Background: an optimization exercise with open tools, aiming at small area and a short achievable clock period. Do not read the settings as production practice.
Power is estimated from default activity; no workload was simulated.

==> module IEEE754_AdderSubtract, before the edit <==
module IEEE754_AdderSubtract
(
	input clock,
	input resetn,
	input [31:0] a,
	input [31:0] b,
	output [31:0] y
);
	wire [7:0]  ea = a[30:23];
	wire [7:0]  eb = b[30:23];
	wire [7:0]  dba, dab;
	wire        ge;                              
	bk_add #(8) u_dba (eb, ~ea, 1'b1, dba, ge);
	bk_add #(8) u_dab (ea, ~eb, 1'b1, dab, );
	wire [7:0]  sh = ge ? dba : dab;
	reg         v1, sg1, sub1, ge1, big1;
	reg  [7:0]  eg1;
	reg  [4:0]  sh1;
	reg  [22:0] ma1, mb1;
	always @(posedge clock) begin
		v1   <= resetn;
		sg1  <= ge ? b[31] : a[31];
		sub1 <= a[31] ^ b[31];
		ge1  <= ge;
		eg1  <= ge ? eb : ea;
		big1 <= |sh[7:5];
		sh1  <= sh[4:0];
		ma1  <= a[22:0];
		mb1  <= b[22:0];
	end
	wire [22:0] mg = ge1 ? mb1 : ma1;
	wire [22:0] mw = ge1 ? ma1 : mb1;
	wire [4:0]  she = big1 ? 5'd23 : sh1;
	wire [23:0] sm = {1'b1, mw} >> she;
	wire [24:0] A = {2'b01, mg} ^ {25{sub1}};
	wire [24:0] B = {1'b0, sm};
	wire [24:0] p = A ^ B;
	wire [24:0] gc;                              
	wire [24:0] pc;                              
	wire        co;
	bk_prefix #(25, 16) u_pre (A & B, p, gc, pc, co);
	wire [24:0] r = p ^ (gc | (pc & {25{co}})) ^ {25{sub1 & ~co}};
	wire        s = sg1 ^ (sub1 & (co | (&p)));
	wire [4:0]  c;                               
	wire        nz;                              
	lzc32 u_lzc ({r, 7'b0}, c, nz);
	wire [24:0] n1 = c[4] ? {r[8:0], 16'b0} : r;
	wire [24:0] n2 = c[3] ? {n1[16:0], 8'b0} : n1;
	wire [24:0] n3 = c[2] ? {n2[20:0], 4'b0} : n2;
	wire [24:0] n4 = c[0] ? {n3[23:0], 1'b0} : n3;
	wire [7:0]  egp;
	bk_add #(8) u_inc (eg1, 8'd0, 1'b1, egp, );
	reg         s2;
	reg  [7:0]  egp2;
	reg  [4:0]  lz2;
	reg  [23:0] n42;
	always @(posedge clock) begin
		if (!resetn || !v1) begin
			s2   <= 1'b0;
			egp2 <= 8'd0;
			lz2  <= 5'd0;
			n42  <= 24'd0;
		end else begin
			s2   <= s;
			egp2 <= egp;
			lz2  <= {c[4:2], c[1] & nz, c[0]};   
			n42  <= n4[23:0];
		end
	end
	wire [23:0] n5 = lz2[1] ? {n42[21:0], 2'b0} : n42;
	wire [2:0]  ehd;
	wire [4:0]  elo;
	wire        nb;                              
	bk_add #(3, 2) u_dec (egp2[7:5], 3'b111, 1'b0, ehd, );
	bk_add #(5) u_exp (egp2[4:0], ~lz2, 1'b1, elo, nb);
	assign y = {s2, nb ? egp2[7:5] : ehd, elo, n5[23:1]};
endmodule
clock: 22.0 ns
lec_check: 0
abc_area: 1
cap_margin: 20
core_margin: 2
core_utilization: 60
cts_buf_list: sky130_fd_sc_hd__clkbuf_8
gpl_timing_driven: 0
slew_margin: 20
standard.sh (not shown) runs the stock make flow with config.mk's settings and CLKGATE_MAP_FILE= SYNTH_SCRIPT=/design/flow/synth_recipe.tcl, a recipe that flattens the netlist after the stock synthesis.
==> flow/flow/run.sh <==
#!/bin/bash
# The standard layout, with two changes to how it is made:
#  - the smallest plain buffer (buf_1) as the port buffer on every input and output;
#  - repair_timing aims for 15.3 ns of setup slack (the clock and constraints are unchanged).
set -euo pipefail
bash standard.sh finish "BUFFER_PORTS_ARGS=-buffer_cell sky130_fd_sc_hd__buf_1" SETUP_SLACK_MARGIN=15.3 > standard_flow.log 2>&1
Then changed:
--- a/flow/design.v
+++ b/flow/design.v
@@ -5,45 +5,44 @@
 	input [31:0] a,
 	input [31:0] b,
 	output [31:0] y
 );
 	wire [7:0]  ea = a[30:23];
 	wire [7:0]  eb = b[30:23];
-	wire [7:0]  dba, dab;
+	wire [7:0]  dba;                             
 	wire        ge;                              
 	bk_add #(8) u_dba (eb, ~ea, 1'b1, dba, ge);
-	bk_add #(8) u_dab (ea, ~eb, 1'b1, dab, );
-	wire [7:0]  sh = ge ? dba : dab;
-	reg         v1, sg1, sub1, ge1, big1;
-	reg  [7:0]  eg1;
-	reg  [4:0]  sh1;
+	reg         v1, sg1, sub1, ge1;
+	reg  [7:0]  eg1, d1;
 	reg  [22:0] ma1, mb1;
 	always @(posedge clock) begin
 		v1   <= resetn;
 		sg1  <= ge ? b[31] : a[31];
 		sub1 <= a[31] ^ b[31];
 		ge1  <= ge;
 		eg1  <= ge ? eb : ea;
-		big1 <= |sh[7:5];
-		sh1  <= sh[4:0];
+		d1   <= dba;
 		ma1  <= a[22:0];
 		mb1  <= b[22:0];
 	end
 	wire [22:0] mg = ge1 ? mb1 : ma1;
 	wire [22:0] mw = ge1 ? ma1 : mb1;
-	wire [4:0]  she = big1 ? 5'd23 : sh1;
+	wire [7:0]  sh;
+	bk_add #(8) u_neg (d1 ^ {8{~ge1}}, 8'd0, ~ge1, sh, );
+	wire [4:0]  she = (|sh[7:5]) ? 5'd23 : sh[4:0];
 	wire [23:0] sm = {1'b1, mw} >> she;
-	wire [24:0] A = {2'b01, mg} ^ {25{sub1}};
-	wire [24:0] B = {1'b0, sm};
+	wire [24:0] A = {2'b01, mg};
+	wire [24:0] B = {1'b0, sm} ^ {25{sub1}};
 	wire [24:0] p = A ^ B;
 	wire [24:0] gc;                              
 	wire [24:0] pc;                              
 	wire        co;
 	bk_prefix #(25, 16) u_pre (A & B, p, gc, pc, co);
-	wire [24:0] r = p ^ (gc | (pc & {25{co}})) ^ {25{sub1 & ~co}};
-	wire        s = sg1 ^ (sub1 & (co | (&p)));
+	wire        neg = sub1 & ~co;
+	wire [24:0] r = p ^ (gc | (pc & {25{co}})) ^ {25{neg}};
+	wire        s = sg1 ^ neg;
 	wire [4:0]  c;                               
 	wire        nz;                              
 	lzc32 u_lzc ({r, 7'b0}, c, nz);
 	wire [24:0] n1 = c[4] ? {r[8:0], 16'b0} : r;
 	wire [24:0] n2 = c[3] ? {n1[16:0], 8'b0} : n1;
 	wire [24:0] n3 = c[2] ? {n2[20:0], 4'b0} : n2;
Effect: Register-to-register slack degrades by 0.60 ns; fmax went up by about 1.8%; combinational power grows by 45%; via count rises by about 8%; critical path depth is lower by 2; first-iteration DRC count rose by about 23%; design area climbs by 12%; worst setup slack gains 0.12 ns; count of clock-buffer cells in the layout is lower by 1.
No run of this note included a check of the RTL's function; only the layout flow was run.

==> separate check: timing with driven ports <==
How much do the figures lean on ideal ports? The routed layouts below were timed once more, with nothing changed but the port constraints.
Step 1 (the two cells are an assumption about what drives the block):
set clk [get_ports {clock}]
set_driving_cell -lib_cell sky130_fd_sc_hd__clkbuf_16 $clk
set_driving_cell -lib_cell sky130_fd_sc_hd__buf_2 [delete_from_list [all_inputs] $clk]
Step 2 times the ports against the registers' clock, not the clock port: input delays grow and output delays shrink by t, the midpoint of the rising clock arrivals with the driver on.
Slacks: no drivers / after step 1 / after step 2; pairs: no drivers / after step 1.
| run | t (ns) | slack for setup (ns) | hold slack, ns | clock arrival spread, ns | slew at the worst register clock pin (ns) |
|---|---|---|---|---|---|
| the first run | 0.424 | 15.261 / 15.221 / 15.119 | 0.426 / 0.426 / 0.426 | 0.019 / 0.020 | 0.11 / 0.11 |
| the second run | 0.431 | 15.379 / 15.339 / 15.197 | 0.458 / 0.458 / 0.458 | 0.019 / 0.018 | 0.11 / 0.11 |
After both steps every run listed still meets setup and hold. The setup slack of the second run, which loses most, moves by -0.040 ns with the drivers and by -0.182 ns with both steps.
